Source: an optimization exercise on an open RTL-to-GDS flow (aim: small area, a short achievable clock period and few clock cycles). Production flows keep margins and buffers that such runs may drop.
In this exercise RTL edits were held to simulation tests only and were not proved equivalent to the original.
Power is estimated from default activity; no workload was simulated.

==> inputs of 06-07 <==
==> flow/design.v <==
`timescale 1ps/1ps
module fm_add_top #(
    parameter QADD_WIDTH = 64,
    parameter QADD_Q = 15,
    parameter BRAM_DDR_RATIO = 4,
    parameter FM_COL = 8,
    parameter FM_ROW = 4,
    parameter BRAM_DATA_WIDTH = QADD_WIDTH * BRAM_DDR_RATIO,
    parameter BRAM_DEPTH = FM_COL * FM_ROW / BRAM_DDR_RATIO,
    parameter BRAM_ADDR_WIDTH = $clog2(BRAM_DEPTH)
)
(
    input clk,
    input rst,
    input ld_en,
    input ld_sel,
    input [BRAM_ADDR_WIDTH - 1 : 0] ld_addr,
    input [BRAM_DATA_WIDTH - 1 : 0] ld_data,
    input rd_en,
    input [BRAM_ADDR_WIDTH - 1 : 0] rd_addr,
    output [BRAM_DATA_WIDTH - 1 : 0] rd_data,
    input start,
    input [BRAM_ADDR_WIDTH - 1 : 0] bram0_begin_addr,
    input [BRAM_ADDR_WIDTH - 1 : 0] bram1_begin_addr,
    input [BRAM_ADDR_WIDTH : 0] max,
    output done
);
localparam W = BRAM_DATA_WIDTH;
localparam L = QADD_WIDTH;
localparam NL = BRAM_DDR_RATIO;
localparam BLK = 4;                  
localparam NB = W / BLK;
function [3:0] oh4(input [1:0] v);
    oh4 = 4'b0001 << v;
endfunction
function [7:0] oh8(input [2:0] v);
    oh8 = 8'b00000001 << v;
endfunction
reg busy_q;
reg idle_q;
reg done_q;
reg [3:0] wrem_q;           
reg [3:0] px_q, py_q;       
reg [7:0] qx_q, qy_q;       
reg b0odd_q;                
reg [3:0] wx_q, wy_q;       
reg [3:0] lx_q, ly_q;       
assign done = done_q;
wire st = start & idle_q;
wire ld0 = ld_en & ~ld_sel;
wire ldc = idle_q & ld0;                  
wire rdc = idle_q & rd_en;                
wire [2:0] b0 = bram0_begin_addr;
wire [2:0] b1 = bram1_begin_addr;
wire [3:0] sky = oh4(b0[2:1]);
wire [3:0] skx = b0[0] ? {sky[2:0], sky[3]} : sky;
wire [7:0] sq1 = oh8(b1);
wire [7:0] sq2 = {sq1[6:0], sq1[7]};
wire [7:0] sqx = b0[0] ? sq2 : sq1;
wire [7:0] sqy = b0[0] ? sq1 : sq2;
wire bvx = b0odd_q ? (wrem_q >= 4'd2) : (wrem_q != 4'd0);
wire bvy = b0odd_q ? (wrem_q != 4'd0) : (wrem_q >= 4'd2);
wire [3:0] rdoh = oh4(rd_addr[2:1]);
wire [3:0] iex = ({4{st}} & skx) | ({4{rdc}} & rdoh);
wire [3:0] ioy = ({4{st}} & sky) | ({4{rdc}} & rdoh);
wire [3:0] sex = px_q | (iex & ~lx_q);
wire [3:0] soy = py_q | (ioy & ~ly_q);
wire fxx = |(iex & lx_q);
wire fyy = |(ioy & ly_q);
wire [7:0] sbx = qx_q | ({8{st}} & sqx);
wire [7:0] sby = qy_q | ({8{st}} & sqy);
wire busy_n = ~rst & (st | (busy_q & ~done_q));
always @(posedge clk) begin
    busy_q <= busy_n;
    idle_q <= ~busy_n;
    if (rst) begin
        wrem_q <= 4'd0;
        done_q <= 1'b0;
    end else if (st) begin
        wrem_q <= (max >= 4'd2) ? max - 4'd2 : 4'd0;
        done_q <= 1'b0;
    end else if (busy_q) begin
        wrem_q <= (wrem_q >= 4'd2) ? wrem_q - 4'd2 : 4'd0;
        done_q <= ~done_q & (wrem_q <= 4'd2);
    end else begin
        done_q <= 1'b0;
    end
end
wire [3:0] px_n = st ? skx : px_q;
wire [3:0] py_n = st ? sky : py_q;
wire [7:0] qx_n = st ? sqx : qx_q;
wire [7:0] qy_n = st ? sqy : qy_q;
wire [3:0] ldoh = {4{ldc}} & oh4(ld_addr[2:1]);
always @(posedge clk) begin
    px_q <= {4{busy_n}} & {px_n[2:0], px_n[3]};
    py_q <= {4{busy_n}} & {py_n[2:0], py_n[3]};
    qx_q <= {8{busy_n}} & {qx_n[5:0], qx_n[7:6]};
    qy_q <= {8{busy_n}} & {qy_n[5:0], qy_n[7:6]};
    if (st)
        b0odd_q <= b0[0];
    lx_q <= {4{~ld_addr[0]}} & ldoh;
    ly_q <= {4{ld_addr[0]}} & ldoh;
    wx_q <= ({4{~rst & st}} & skx) | ({4{~rst & bvx}} & px_q) | ({4{~ld_addr[0]}} & ldoh);
    wy_q <= ({4{~rst & st}} & sky) | ({4{~rst & bvy}} & py_q) | ({4{ld_addr[0]}} & ldoh);
end
wire [W-1:0] m0 [0:7];
wire [W-1:0] m1 [0:7];
reg [W-1:0] xs0, ys0;
reg [NB-1:0] xg, xp, yg, yp;
reg [W-1:0] rq;
wire [W-1:0] sumx, sumy;
genvar j;
generate
    for (j = 0; j < NL; j = j + 1) begin : lane1
        add_s1 ax (
            .s0(xs0[j*L +: L]), .gb(xg[j*L/BLK +: L/BLK]), .pb(xp[j*L/BLK +: L/BLK]),
            .s(sumx[j*L +: L]));
        add_s1 ay (
            .s0(ys0[j*L +: L]), .gb(yg[j*L/BLK +: L/BLK]), .pb(yp[j*L/BLK +: L/BLK]),
            .s(sumy[j*L +: L]));
    end
endgenerate
generate
    for (j = 0; j < 8; j = j + 1) begin : word
        reg [W-1:0] a;
        reg [W-1:0] b;
        wire op_here = (j % 2 == 0) ? wx_q[j / 2] : wy_q[j / 2];
        always @(posedge clk) begin
            if (op_here)
                a <= (j % 2 == 0) ? sumx : sumy;
        end
        always @(posedge clk) begin
            if (ld_en & ld_sel & (ld_addr == j))
                b <= ld_data;
        end
        assign m0[j] = a;
        assign m1[j] = b;
    end
endgenerate
wire [W-1:0] ax, ay, bx, by;
genvar n;
generate
    for (n = 0; n < W; n = n + 1) begin : mx
        ao6 uax (.s({ldc, fxx, sex}),
                 .d({ld_data[n], xs0[n], m0[6][n], m0[4][n], m0[2][n], m0[0][n]}), .y(ax[n]));
        ao6 uay (.s({ldc, fyy, soy}),
                 .d({ld_data[n], ys0[n], m0[7][n], m0[5][n], m0[3][n], m0[1][n]}), .y(ay[n]));
        ao8 ubx (.s(sbx),
                 .d({m1[7][n], m1[6][n], m1[5][n], m1[4][n], m1[3][n], m1[2][n], m1[1][n], m1[0][n]}),
                 .y(bx[n]));
        ao8 uby (.s(sby),
                 .d({m1[7][n], m1[6][n], m1[5][n], m1[4][n], m1[3][n], m1[2][n], m1[1][n], m1[0][n]}),
                 .y(by[n]));
    end
endgenerate
wire [W-1:0] xs0_d, ys0_d;
wire [NB-1:0] xg_d, xp_d, yg_d, yp_d;
add_s0 bx0 (.a(ax), .b(bx), .s0(xs0_d), .gb(xg_d), .pb(xp_d));
add_s0 by0 (.a(ay), .b(by), .s0(ys0_d), .gb(yg_d), .pb(yp_d));
always @(posedge clk) begin
    xs0 <= xs0_d;
    ys0 <= ys0_d;
    xg <= xg_d;
    xp <= xp_d;
    yg <= yg_d;
    yp <= yp_d;
    rq <= rd_addr[0] ? ay : ax;
end
assign rd_data = rq;
endmodule
module ao6 (
    input [5:0] s,
    input [5:0] d,
    output y
);
    assign y = |(s & d);
endmodule
module ao8 (
    input [7:0] s,
    input [7:0] d,
    output y
);
    assign y = |(s & d);
endmodule
module add_s0 #(parameter N = 256) (
    input [N-1:0] a,
    input [N-1:0] b,
    output [N-1:0] s0,
    output [N/4-1:0] gb,
    output [N/4-1:0] pb
);
    wire [N-1:0] p, g;
    pg_w #(.N(N)) u_pg (.a(a), .b(b), .p(p), .g(g));
    genvar k;
    generate
        for (k = 0; k < N / 4; k = k + 1) begin : blk
            cla4 u (.p(p[4*k +: 4]), .g(g[4*k +: 4]), .s(s0[4*k +: 4]), .gb(gb[k]), .pb(pb[k]));
        end
    endgenerate
endmodule
module pg_w #(parameter N = 256) (
    input [N-1:0] a,
    input [N-1:0] b,
    output [N-1:0] p,
    output [N-1:0] g
);
    assign p = a ^ b;
    assign g = a & b;
endmodule
module cla4 (
    input [3:0] p,
    input [3:0] g,
    output [3:0] s,
    output gb,
    output pb
);
    wire c1 = g[0];
    wire c2 = g[1] | (p[1] & g[0]);
    wire c3 = g[2] | (p[2] & g[1]) | (p[2] & p[1] & g[0]);
    assign gb = g[3] | (p[3] & g[2]) | (p[3] & p[2] & g[1]) | (p[3] & p[2] & p[1] & g[0]);
    assign pb = &p;
    assign s = p ^ {c3, c2, c1, 1'b0};
endmodule
module add_s1 (
    input [63:0] s0,
    input [15:0] gb,
    input [15:0] pb,
    output [63:0] s
);
    wire [15:0] g [0:4];
    wire [15:0] p [0:4];
    assign g[0] = gb;
    assign p[0] = pb;
    genvar l, i, k;
    generate
        for (l = 0; l < 4; l = l + 1) begin : lv
            for (i = 0; i < 16; i = i + 1) begin : bt
                if (i >= (1 << l)) begin : n
                    pfx_g ug (.gh(g[l][i]), .ph(p[l][i]), .gl(g[l][i - (1 << l)]), .go(g[l+1][i]));
                    if (l < 3 && i >= (2 << l)) begin : np
                        pfx_p up (.ph(p[l][i]), .pl(p[l][i - (1 << l)]), .po(p[l+1][i]));
                    end else begin : nn
                        assign p[l+1][i] = 1'b0;
                    end
                end else begin : c
                    assign g[l+1][i] = g[l][i];
                    assign p[l+1][i] = p[l][i];
                end
            end
        end
        for (k = 0; k < 16; k = k + 1) begin : blk
            if (k == 0) begin : z
                assign s[3:0] = s0[3:0];
            end else begin : nz
                inc4 u (.s0(s0[4*k +: 4]), .cin(g[4][k-1]), .s(s[4*k +: 4]));
            end
        end
    endgenerate
endmodule
module pfx_g (
    input gh,
    input ph,
    input gl,
    output go
);
    assign go = gh | (ph & gl);
endmodule
module pfx_p (
    input ph,
    input pl,
    output po
);
    assign po = ph & pl;
endmodule
module inc4 (
    input [3:0] s0,
    input cin,
    output [3:0] s
);
    wire [3:0] s1 = {s0[3] ^ (s0[0] & s0[1] & s0[2]), s0[2] ^ (s0[0] & s0[1]), s0[1] ^ s0[0], ~s0[0]};
    assign s = cin ? s1 : s0;
endmodule
==> flow/run.sh <==
#!/bin/bash
# synth_recipe.tcl (not shown) runs the flow's synth.tcl, then flattens the netlist and writes it again
# the make line also repeats each setting of config.mk as NAME=value (left out here)
make -C /OpenROAD-flow-scripts/flow DESIGN_CONFIG=/design/flow/config.mk WORK_HOME=/design/flow/orfs CLKGATE_MAP_FILE= SYNTH_SCRIPT=/design/flow/synth_recipe.tcl finish
==> flow/config.mk <==
export PLATFORM = sky130hd
export DESIGN_NAME = fm_add_top
export DESIGN_NICKNAME = fm_add_top
export VERILOG_FILES = /design/flow/design.v
export SDC_FILE = /design/flow/constraint.sdc
export NUM_CORES = 4
export LEC_CHECK = 0
export CAP_MARGIN = 20
export CORE_MARGIN = 2
export CORE_UTILIZATION = 60
export CTS_CLUSTER_DIAMETER = 70
export CTS_CLUSTER_SIZE = 30
export PLACE_DENSITY = 0.7
export SETUP_SLACK_MARGIN = 2.0
export SLEW_MARGIN = 20
export SYNTH_HIERARCHICAL = 1
==> flow/constraint.sdc <==
create_clock -name core_clock -period 5.0 [get_ports {clk}]
set_input_delay 1.0000 -clock core_clock [delete_from_list [all_inputs] [get_ports {clk}]]
set_output_delay 1.0000 -clock core_clock [all_outputs]
set_load 0.01 [all_outputs]
==> 02-16 (differences from 06-07) <==
==> flow/design.v, changed modules only <==
module fm_add_top #(
    parameter QADD_WIDTH = 64,
    parameter QADD_Q = 15,
    parameter BRAM_DDR_RATIO = 4,
    parameter FM_COL = 8,
    parameter FM_ROW = 4,
    parameter BRAM_DATA_WIDTH = QADD_WIDTH * BRAM_DDR_RATIO,
    parameter BRAM_DEPTH = FM_COL * FM_ROW / BRAM_DDR_RATIO,
    parameter BRAM_ADDR_WIDTH = $clog2(BRAM_DEPTH)
)
(
    input clk,
    input rst,
    input ld_en,
    input ld_sel,
    input [BRAM_ADDR_WIDTH - 1 : 0] ld_addr,
    input [BRAM_DATA_WIDTH - 1 : 0] ld_data,
    input rd_en,
    input [BRAM_ADDR_WIDTH - 1 : 0] rd_addr,
    output [BRAM_DATA_WIDTH - 1 : 0] rd_data,
    input start,
    input [BRAM_ADDR_WIDTH - 1 : 0] bram0_begin_addr,
    input [BRAM_ADDR_WIDTH - 1 : 0] bram1_begin_addr,
    input [BRAM_ADDR_WIDTH : 0] max,
    output done
);
localparam W = BRAM_DATA_WIDTH;
localparam L = QADD_WIDTH;
localparam NL = BRAM_DDR_RATIO;
localparam BLK = 4;                  
localparam NB = W / BLK;
function [3:0] oh4(input [1:0] v);
    oh4 = 4'b0001 << v;
endfunction
function [7:0] oh8(input [2:0] v);
    oh8 = 8'b00000001 << v;
endfunction
reg busy_q;
reg idle_q;
reg done_q;
reg [3:0] wrem_q;           
reg [3:0] px_q, py_q;       
reg [7:0] qx_q, qy_q;       
reg b0odd_q;                
reg [3:0] wx_q, wy_q;       
reg [3:0] lx_q, ly_q;       
reg [3:0] gx_q, gy_q;       
assign done = done_q;
wire st = start & idle_q;
wire ld0 = ld_en & ~ld_sel;
wire ldc = idle_q & ld0;                  
wire rdc = idle_q & rd_en;                
wire bvx = b0odd_q ? (wrem_q >= 4'd2) : (wrem_q != 4'd0);
wire bvy = b0odd_q ? (wrem_q != 4'd0) : (wrem_q >= 4'd2);
wire [3:0] skx, sky;
wire [7:0] sqx, sqy;
wire [3:0] sex, soy;
wire [7:0] sbx, sby;
wire fxx, fyy;
selgen u_sel (
    .start(start), .rd_en(rd_en), .idle(idle_q),
    .b0(bram0_begin_addr), .b1(bram1_begin_addr), .ra(rd_addr[2:1]),
    .px(px_q), .py(py_q), .qx(qx_q), .qy(qy_q),
    .gx(gx_q), .gy(gy_q), .lx(lx_q), .ly(ly_q),
    .skx(skx), .sky(sky), .sqx(sqx), .sqy(sqy),
    .sex(sex), .soy(soy), .sbx(sbx), .sby(sby), .fxx(fxx), .fyy(fyy));
wire busy_n = ~rst & (st | (busy_q & ~done_q));
always @(posedge clk) begin
    busy_q <= busy_n;
    idle_q <= ~busy_n;
    if (rst) begin
        wrem_q <= 4'd0;
        done_q <= 1'b0;
    end else if (st) begin
        wrem_q <= (max >= 4'd2) ? max - 4'd2 : 4'd0;
        done_q <= 1'b0;
    end else if (busy_q) begin
        wrem_q <= (wrem_q >= 4'd2) ? wrem_q - 4'd2 : 4'd0;
        done_q <= ~done_q & (wrem_q <= 4'd2);
    end else begin
        done_q <= 1'b0;
    end
end
wire [3:0] px_n = st ? skx : px_q;
wire [3:0] py_n = st ? sky : py_q;
wire [7:0] qx_n = st ? sqx : qx_q;
wire [7:0] qy_n = st ? sqy : qy_q;
wire [3:0] ldoh = {4{ldc}} & oh4(ld_addr[2:1]);
always @(posedge clk) begin
    px_q <= {4{busy_n}} & {px_n[2:0], px_n[3]};
    py_q <= {4{busy_n}} & {py_n[2:0], py_n[3]};
    qx_q <= {8{busy_n}} & {qx_n[5:0], qx_n[7:6]};
    qy_q <= {8{busy_n}} & {qy_n[5:0], qy_n[7:6]};
    if (st)
        b0odd_q <= bram0_begin_addr[0];
    lx_q <= {4{~ld_addr[0]}} & ldoh;
    ly_q <= {4{ld_addr[0]}} & ldoh;
    gx_q <= {4{~busy_n}} & ~({4{~ld_addr[0]}} & ldoh);
    gy_q <= {4{~busy_n}} & ~({4{ld_addr[0]}} & ldoh);
    wx_q <= ({4{~rst & st}} & skx) | ({4{~rst & bvx}} & px_q) | ({4{~ld_addr[0]}} & ldoh);
    wy_q <= ({4{~rst & st}} & sky) | ({4{~rst & bvy}} & py_q) | ({4{ld_addr[0]}} & ldoh);
end
wire [W-1:0] m0 [0:7];
wire [W-1:0] m1 [0:7];
reg [W-1:0] xs0, ys0;
reg [NB-1:0] xg, xp, yg, yp;
reg [W-1:0] rq;
wire [W-1:0] sumx, sumy;
genvar j;
generate
    for (j = 0; j < NL; j = j + 1) begin : lane1
        add_s1 ax (
            .s0(xs0[j*L +: L]), .gb(xg[j*L/BLK +: L/BLK]), .pb(xp[j*L/BLK +: L/BLK]),
            .s(sumx[j*L +: L]));
        add_s1 ay (
            .s0(ys0[j*L +: L]), .gb(yg[j*L/BLK +: L/BLK]), .pb(yp[j*L/BLK +: L/BLK]),
            .s(sumy[j*L +: L]));
    end
endgenerate
generate
    for (j = 0; j < 8; j = j + 1) begin : word
        reg [W-1:0] a;
        reg [W-1:0] b;
        wire op_here = (j % 2 == 0) ? wx_q[j / 2] : wy_q[j / 2];
        always @(posedge clk) begin
            if (op_here)
                a <= (j % 2 == 0) ? sumx : sumy;
        end
        always @(posedge clk) begin
            if (ld_en & ld_sel & (ld_addr == j))
                b <= ld_data;
        end
        assign m0[j] = a;
        assign m1[j] = b;
    end
endgenerate
wire [W-1:0] ax, ay, bx, by;
genvar n;
generate
    for (n = 0; n < W; n = n + 1) begin : mx
        ao6 uax (.s({ldc, fxx, sex}),
                 .d({ld_data[n], xs0[n], m0[6][n], m0[4][n], m0[2][n], m0[0][n]}), .y(ax[n]));
        ao6 uay (.s({ldc, fyy, soy}),
                 .d({ld_data[n], ys0[n], m0[7][n], m0[5][n], m0[3][n], m0[1][n]}), .y(ay[n]));
        ao8 ubx (.s(sbx),
                 .d({m1[7][n], m1[6][n], m1[5][n], m1[4][n], m1[3][n], m1[2][n], m1[1][n], m1[0][n]}),
                 .y(bx[n]));
        ao8 uby (.s(sby),
                 .d({m1[7][n], m1[6][n], m1[5][n], m1[4][n], m1[3][n], m1[2][n], m1[1][n], m1[0][n]}),
                 .y(by[n]));
    end
endgenerate
wire [W-1:0] xs0_d, ys0_d;
wire [NB-1:0] xg_d, xp_d, yg_d, yp_d;
add_s0 bx0 (.a(ax), .b(bx), .s0(xs0_d), .gb(xg_d), .pb(xp_d));
add_s0 by0 (.a(ay), .b(by), .s0(ys0_d), .gb(yg_d), .pb(yp_d));
always @(posedge clk) begin
    xs0 <= xs0_d;
    ys0 <= ys0_d;
    xg <= xg_d;
    xp <= xp_d;
    yg <= yg_d;
    yp <= yp_d;
    rq <= rd_addr[0] ? ay : ax;
end
assign rd_data = rq;
endmodule
module selgen (
    input start,
    input rd_en,
    input idle,
    input [2:0] b0,
    input [2:0] b1,
    input [1:0] ra,
    input [3:0] px,
    input [3:0] py,
    input [7:0] qx,
    input [7:0] qy,
    input [3:0] gx,
    input [3:0] gy,
    input [3:0] lx,
    input [3:0] ly,
    output [3:0] skx,
    output [3:0] sky,
    output [7:0] sqx,
    output [7:0] sqy,
    output [3:0] sex,
    output [3:0] soy,
    output [7:0] sbx,
    output [7:0] sby,
    output fxx,
    output fyy
);
    assign sky = 4'b0001 << b0[2:1];
    assign skx = b0[0] ? {sky[2:0], sky[3]} : sky;
    wire [7:0] sq1 = 8'b00000001 << b1;
    wire [7:0] sq2 = {sq1[6:0], sq1[7]};
    assign sqx = b0[0] ? sq2 : sq1;
    assign sqy = b0[0] ? sq1 : sq2;
    wire [3:0] rdoh = 4'b0001 << ra;
    wire [3:0] iex = ({4{start}} & skx) | ({4{rd_en}} & rdoh);
    wire [3:0] ioy = ({4{start}} & sky) | ({4{rd_en}} & rdoh);
    assign sex = px | (gx & iex);
    assign soy = py | (gy & ioy);
    assign sbx = qx | ({8{start & idle}} & sqx);
    assign sby = qy | ({8{start & idle}} & sqy);
    assign fxx = |(iex & lx);
    assign fyy = |(ioy & ly);
endmodule
==> key figures <==
Status
  • Status: finished clean

Cells and area
  • FF+latch count: 5144
  • CLK BUF: around 280
  • Logic inverters: 11
  • Commonest non-fill, non-tap cells in the layout: 4097 x edfxtp_1, 3479 x a22oi_1, 986 x dfxtp_1, 742 x ha_1, 585 x nand3_1
  • Multi-input gate area: around 0.067 sq mm

Floorplanning
  • DIE WIDTH: between 500 and 600 um

Power and ir drop
  • Part of the power in registers: between 50% and 60%
  • Worst VDD drop: approximately 0.40 mV

Worst setup path
  • Reg-to-Reg End: ys0[206]
  • Worst Path Buf+Inv: 4
  • Reg2reg setup slack: approximately 1.9 ns
  • CP endpoint: ys0[206]

GRT
  • M1 GR Usage: a little over half
  • Met3 Track Usage GR: under 10%

Routing
  • Routed WL: about 730000 um

STA
  • Slew headroom: between 10% and 20%
  • Max Fclk: between 0.3 and 0.4 GHz

CTS
  • Post-CTS Setup Inserts: 48
# the run above: 06-07

==> key figures <==
Power and ir drop
  • Part of the power in registers: between 50% and 60%

Routing
  • Routed WL: approximately 720000 um

Cells and area
  • Logic inverters: 8
  • Multi-input gate area: approximately 0.067 sq mm
  • FF+latch count: just over 5k
  • CLK BUF: between 300 and 400
  • Commonest non-fill, non-tap cells in the layout: 4097 x edfxtp_1, 3528 x a22oi_1, 1007 x dfxtp_1, 764 x ha_1, 576 x nand3_1

STA
  • Slew headroom: 30.7%

Worst setup path
  • CP endpoint: word[3].b[34]
  • Reg-to-Reg End: word[3].a[190]
  • Worst Path Buf+Inv: 3
  • Reg2reg setup slack: roughly 2.0 ns

Status
  • Status: finished clean

Floorplanning
  • DIE WIDTH: 595 um
# the run above: 02-16

Testbench counts of 06-07, summed over its fixed seeds: cycles 15,244.
Testbench counts of 02-16, summed over its fixed seeds: cycles 15,244.

==> what the ideal ports hide <==
In the flow no input, the clock included, has a driving cell. The finished layouts below were timed again as built, in two steps.
Step 1, drivers: a clkbuf_16 drives clk and a buf_2 each remaining input, both assumed.
Step 2 also shifts input and output timing later by t, the mid clock arrival at the registers, as if the neighbouring blocks saw the same clock.
Three values: ideal ports, drivers, drivers and shift; two values: the first two.
| run | t (ns) | setup slack, ns | worst register clock-pin slew, ns | cell pins on the clock port's net |
|---|---|---|---|---|
| 06-07 | 1.134 | 1.918 / 1.878 / 0.781 | 0.12 / 0.12 | 1 |
| 02-16 | 1.123 | 1.986 / 1.914 / 0.825 | 0.12 / 0.12 | 1 |
After both steps setup and hold are still met in every run listed. For 02-16, which loses most, drivers alone change the setup slack by -0.072 ns; drivers and shift together by -1.161 ns.
